This is an optimization exercise on Yosys and OpenROAD, whose aim is small area, not a production implementation.
In this exercise RTL edits were held to simulation tests only and were not proved equivalent to the original.
Power figures rest on the tool's default switching activity, not on a simulated workload.

==> flow/design.v <==
module cpu # (
	parameter	ADDR_WIDTH = 12,
	parameter 	REG_WIDTH = 16
	)(
	input  wire	clk,
	input  wire	rst,
	input  wire	[15:0] data_mem2cpu,
	output wire	[15:0] data_cpu2mem,
	output wire	[ADDR_WIDTH-1:0] addr_cpu2mem,
	output wire	mem_en,
	output wire	mem_rd_en,
	output wire	mem_wr_en
	);
	localparam [3:0] C_NULL  = 4'b0000;
	localparam [3:0] C_MOVS  = 4'b0001;
	localparam [3:0] C_MOV   = 4'b0010;
	localparam [3:0] C_ADDS  = 4'b0100;
	localparam [3:0] C_LDR   = 4'b0101;
	localparam [3:0] C_STR   = 4'b0110;
	localparam [3:0] C_ADDSP = 4'b1000;
	localparam [3:0] C_SUBSP = 4'b1001;
	localparam [3:0] C_LDRPC = 4'b1100;
	localparam [3:0] C_BN    = 4'b1101;
	localparam [3:0] C_BLEN  = 4'b1110;
	localparam [3:0] C_CMP   = 4'b1111;
	localparam [1:0] E_NULL = 2'b00;
	localparam [1:0] E_WR   = 2'b01;
	localparam [1:0] E_LD   = 2'b11;
	localparam [1:0] E_ST   = 2'b10;
	wire [15:0] din = {data_mem2cpu[7:0], data_mem2cpu[15:8]};
	reg  [2:0]  cnt;
	reg  [15:1] pc;
	reg  [15:1] f_pcp;		 
	reg  [15:0] f_alu;
	reg         f_m2r;		 
	reg  [3:0]  f_wa;
	reg         f_we;
	reg  [3:0]  c_op;
	reg  [10:0] wq;
	reg         fv;			 
	reg         dR;			 
	reg         d_we;		 
	reg  [15:0] r_res;
	reg         r_take;
	reg  [3:0]  r_wa;
	reg  [1:0]  r_cls;
	reg  [15:0] rd2;
	reg         tb;			 
	reg  [15:0] e_wd;
	reg  [1:0]  e_cls;
	wire [15:0] sum;		 
	reg  [15:0] rf0, rf1, rf2, rf3, rf4, rf5, rf6, rf7;
	reg  [15:0] rf8, rf9, rf10, rf11, rf12, rf13, rf14;
	wire        cnt4  = (cnt == 3'd4);
	always @(posedge clk) begin
		if (rst || cnt4 || tb) cnt <= 3'd0;
		else                   cnt <= cnt + 3'd1;
		if (rst)       pc <= 15'd0;
		else if (tb)   pc <= r_res[15:1];
		else if (cnt4) pc <= sum[15:1];
		f_pcp <= sum[15:1];
		f_alu <= r_res;
		f_m2r <= (e_cls == E_LD);
		f_wa  <= r_wa;
		f_we  <= e_cls[0];
	end
	assign addr_cpu2mem = e_cls[1] ? {1'b0, r_res[11:1]} : {1'b0, pc[11:1]};
	assign data_cpu2mem = {e_wd[7:0], e_wd[15:8]};
	assign mem_en       = 1'b1;
	assign mem_wr_en    = (e_cls == E_ST);
	assign mem_rd_en    = ~mem_wr_en;
	wire        fetch = (cnt == 3'd1) && !f_m2r;
	reg  [3:0]  cls;
	always @(*) begin
		casez (din[15:10])
			6'b10101?: cls = C_ADDSP;
			6'b101100: cls = C_SUBSP;
			6'b00100?: cls = C_MOVS;
			6'b010001: cls = C_MOV;
			6'b000111: cls = C_ADDS;
			6'b01001?: cls = C_LDRPC;
			6'b01101?: cls = C_LDR;
			6'b01100?: cls = C_STR;
			6'b11100?: cls = C_BN;
			6'b00101?: cls = C_CMP;
			6'b110111: cls = C_BLEN;
			default:   cls = C_NULL;
		endcase
	end
	always @(posedge clk) begin
		c_op <= fetch ? cls : C_NULL;
		wq   <= din[10:0];
		fv   <= fetch;
		dR   <= rst;
		d_we <= rst ? 1'b0 : f_we;
	end
	wire [15:0] wd  = f_m2r ? din : f_alu;
	wire [15:0] wdz = wd & {16{~rst}};		 
	wire [15:0] wd1 = {wdz[15:1], wd[0] | rst};	 
	wire [15:0] wda = {wdz[15:8], wd[7] | rst, wdz[6], wd[5] | rst, wdz[4:0]};	 
	wire [14:0] wsel;
	genvar gi;
	generate for (gi = 0; gi < 15; gi = gi + 1) begin : g_we
		assign wsel[gi] = rst | (f_we & (f_wa == gi));
	end endgenerate
	always @(posedge clk) begin
		if (wsel[0])  rf0  <= wdz;
		if (wsel[1])  rf1  <= wdz;
		if (wsel[2])  rf2  <= wd1;
		if (wsel[3])  rf3  <= wd1;
		if (wsel[4])  rf4  <= wdz;
		if (wsel[5])  rf5  <= wdz;
		if (wsel[6])  rf6  <= wdz;
		if (wsel[7])  rf7  <= wdz;
		if (wsel[8])  rf8  <= wdz;
		if (wsel[9])  rf9  <= wdz;
		if (wsel[10]) rf10 <= wdz;
		if (wsel[11]) rf11 <= wdz;
		if (wsel[12]) rf12 <= wdz;
		if (wsel[13]) rf13 <= wda;
		if (wsel[14]) rf14 <= wdz;
	end
	wire        c_mov = (c_op == C_MOV);
	wire [10:0] d_imm = (dR || !fv) ? 11'd0 : wq;
	wire [15:1] pcp   = dR ? 15'd0 : f_pcp;
	wire        c_sp  = (c_op == C_ADDSP) || (c_op == C_SUBSP);
	wire [2:0]  a1 = (c_op == C_CMP) ? wq[10:8] : d_imm[5:3];
	wire [15:0] lo1 = (rf0 & {16{a1 == 3'd0}}) | (rf1 & {16{a1 == 3'd1}}) | (rf2 & {16{a1 == 3'd2}}) | (rf3 & {16{a1 == 3'd3}})
	                | (rf4 & {16{a1 == 3'd4}}) | (rf5 & {16{a1 == 3'd5}}) | (rf6 & {16{a1 == 3'd6}}) | (rf7 & {16{a1 == 3'd7}});
	wire        ge = (lo1[7:0] >= d_imm[7:0]);	 
	wire [3:0]  a2 = c_mov ? d_imm[6:3] : {1'b0, d_imm[2:0]};
	wire [255:0] rfa = {{pcp,1'b0}, rf14, rf13, rf12, rf11, rf10, rf9, rf8, rf7, rf6, rf5, rf4, rf3, rf2, rf1, rf0};
	reg  [15:0] v2;
	integer k;
	always @(*) begin
		v2 = 16'd0;
		for (k = 0; k < 16; k = k + 1)
			v2 = v2 | (rfa[k*16 +: 16] & {16{a2 == k}});
	end
	wire [10:0] b = d_imm;
	wire ldpc_c = b[1] | (b[3] & ~b[0]);
	reg  [15:0] opb;
	wire [15:0] opa = c_op[3] ? (c_op[2] ? {pcp, 1'b0} : rf13) : (c_op[2] ? lo1 : (c_op[1:0] == 2'b00) ? {pc, 1'b0} : 16'd0);
	reg         cin;
	always @(*) begin
		opb = 16'd0; cin = 1'b0;
		case (c_op)
			C_ADDSP: begin opb = {6'd0, b[7:0], 2'b00}; end
			C_SUBSP: begin opb = ~{9'd0, b[4:0], 2'b00}; cin = 1'b1; end
			C_MOVS:  begin opb = {8'd0, b[7:0]}; end
			C_MOV:   begin opb = v2; end
			C_ADDS:  opb = {13'd0, b[8:6]};
			C_LDRPC: begin opb = {6'd0, b[7:0], ldpc_c, 1'b0}; end
			C_LDR, C_STR: opb = {9'd0, b[10:6], 2'b00};
			C_BN:    begin opb = {4'd0, b[10:0], 1'b1}; cin = 1'b1; end
			C_BLEN:  begin opb = {7'h7f, b[7:0], 1'b1}; cin = 1'b1; end
			C_CMP:   begin opb = 16'd1; cin = 1'b1; end
			C_NULL:  opb = 16'd2;
			default: ;
		endcase
	end
	assign sum = opa + opb + {15'd0, cin};
	wire        take = (c_op == C_BN) || (c_op == C_BLEN) || ((c_op == C_CMP) && ge);
	reg [3:0] wa_n;
	always @(*) begin
		case (c_op)
			C_ADDSP, C_MOVS, C_LDRPC: wa_n = {1'b0, d_imm[10:8]};
			C_SUBSP:                  wa_n = 4'd13;
			C_MOV:                    wa_n = {wq[7], wq[2:0]};
			default:                  wa_n = {1'b0, d_imm[2:0]};
		endcase
	end
	reg [1:0] ecls_n;
	always @(*) begin
		case (c_op)
			C_ADDSP, C_SUBSP, C_MOVS, C_MOV, C_ADDS: ecls_n = E_WR;
			C_LDRPC, C_LDR: ecls_n = E_LD;
			C_STR:          ecls_n = E_ST;
			default:        ecls_n = E_NULL;
		endcase
	end
	always @(posedge clk) begin
		if (rst || !d_we) rd2 <= v2 & {16{~rst}};	 
		if (c_op != C_NULL) begin
			r_res <= sum;
			r_wa  <= wa_n;
		end
		r_take <= rst ? 1'b0 : take;
		r_cls <= rst ? E_NULL : ecls_n;
	end
	always @(posedge clk) begin
		tb    <= rst ? 1'b0 : r_take;
		e_wd  <= rd2;	 
		e_cls <= rst ? E_NULL : r_cls;
	end
endmodule
==> flow/config.mk <==
export PLATFORM = sky130hd
export DESIGN_NAME = cpu
export DESIGN_NICKNAME = cpu
export VERILOG_FILES = /design/flow/design.v
export SDC_FILE = /design/flow/constraint.sdc
export NUM_CORES = 4
export LEC_CHECK = 0
export CAP_MARGIN = 0
export CORE_MARGIN = 2
export CORE_UTILIZATION = 65
export GPL_TIMING_DRIVEN = 0
export PLACE_DENSITY = 0.8
export SLEW_MARGIN = 0
==> flow/constraint.sdc <==
create_clock -name core_clock -period 7.0 [get_ports {clk}]
set_input_delay 1.4000 -clock core_clock [delete_from_list [all_inputs] [get_ports {clk}]]
set_output_delay 1.4000 -clock core_clock [all_outputs]
set_load 0.01 [all_outputs]
standard.sh (not shown) runs the stock make flow with config.mk's settings and CLKGATE_MAP_FILE= SYNTH_SCRIPT=/design/flow/synth_recipe.tcl, a recipe that flattens the netlist after the stock synthesis.
==> flow/flow/run.sh <==
#!/bin/bash
# Own layout flow: the standard flow (standard.sh) with
#  - port buffers: the smallest buffer cell
#  - clock tree: small sink clusters driven by clkbuf_4, no dummy loads
# Each make run's full output goes to a log file in the work folder.
set -euo pipefail
W=$(pwd)
cat > "$W/area_synth.tcl" <<EOF
proc abc {args} {
  set out {}
  set skip 0
  foreach a \$args {
    if {\$skip} {
      set skip 0
      if {[string match *retime* \$a]} { lappend out -script \$a } else { lappend out -script $W/flow/area.abc }
      continue
    }
    if {\$a eq "-script"} { set skip 1; continue }
    lappend out \$a
  }
  yosys abc {*}\$out
}
source $W/synth_recipe.tcl
EOF
sed "s#SYNTH_SCRIPT=[^ ]*#SYNTH_SCRIPT=$W/area_synth.tcl#" "$W/standard.sh" > "$W/area_standard.sh"
grep -q "SYNTH_SCRIPT=$W/area_synth.tcl" "$W/area_standard.sh"
export BUFFER_PORTS_ARGS="-buffer_cell sky130_fd_sc_hd__buf_1"
export CTS_ARGS="-sink_clustering_enable -repair_clock_nets -dont_use_dummy_load -sink_clustering_size 10 -sink_clustering_max_diameter 40 -buf_list sky130_fd_sc_hd__clkbuf_4"
bash "$W/area_standard.sh" > "$W/flow_make.log" 2>&1
==> flow/flow/area.abc <==
strash
dc2
dc2
&get -n
&deepsyn -T 60
&put
&get -n
&dch -f
&nf -R 1000
&put
The starting point finished clean.
Next try:
- CORE_UTILIZATION: 65 -> 70
- GPL_TIMING_DRIVEN: 0 -> default
- PLACE_DENSITY: 0.8 -> 0.85
After rerunning: Clock-buffer cell count came out lower by 2. Setup slack is better by 0.33 ns. Power stays flat. Die area came out lower by a few percent. Non-clock buffer count grows by 6. Sequential cell count is unchanged. Hold slack gains 0.039 ns. Wire length rose by a little under a tenth. First-iteration DRC count falls by a few percent. Clock power fell slightly.
Next try:
- CORE_UTILIZATION: 70 -> 65
- PLACE_DENSITY: 0.85 -> 0.8
The new run produced a clean layout.
Die area came out higher by a little under a tenth.
Critical path depth drops by 1.
Combinational power is lower by a few percent.
Area after synthesis fell slightly.
Via count goes down by a few percent.
Fmax grows by a few percent.
Total power shrinks slightly.
Sequential power hardly moves.
Hold slack got worse by 0.047 ns.

-- separate check: timing with driven ports --
No port has a modelled driver above. Below, the same layouts with a new extraction and two added sets of constraints.
Step 1 assumes that a clkbuf_16 drives the clock port and a buf_2 every other input.
Step 2 moves the port delays by t, midway between the first and last clock arrival at a register: inputs arrive t later, outputs are due t later. That takes back most of the time a late clock gives input paths.
Slacks: ideal ports / drivers / drivers and shift; pairs: ideal ports / drivers.
run	shift t [ns]	setup WS [ns]	clock arrival spread, ns
the first run	0.706	0.247 / 0.247 / 0.247	0.097 / 0.097
the second run	0.725	0.574 / 0.574 / 0.574	0.109 / 0.110
the third run	0.714	0.732 / 0.732 / 0.732	0.104 / 0.103
After both steps setup and hold are still met in every run listed.
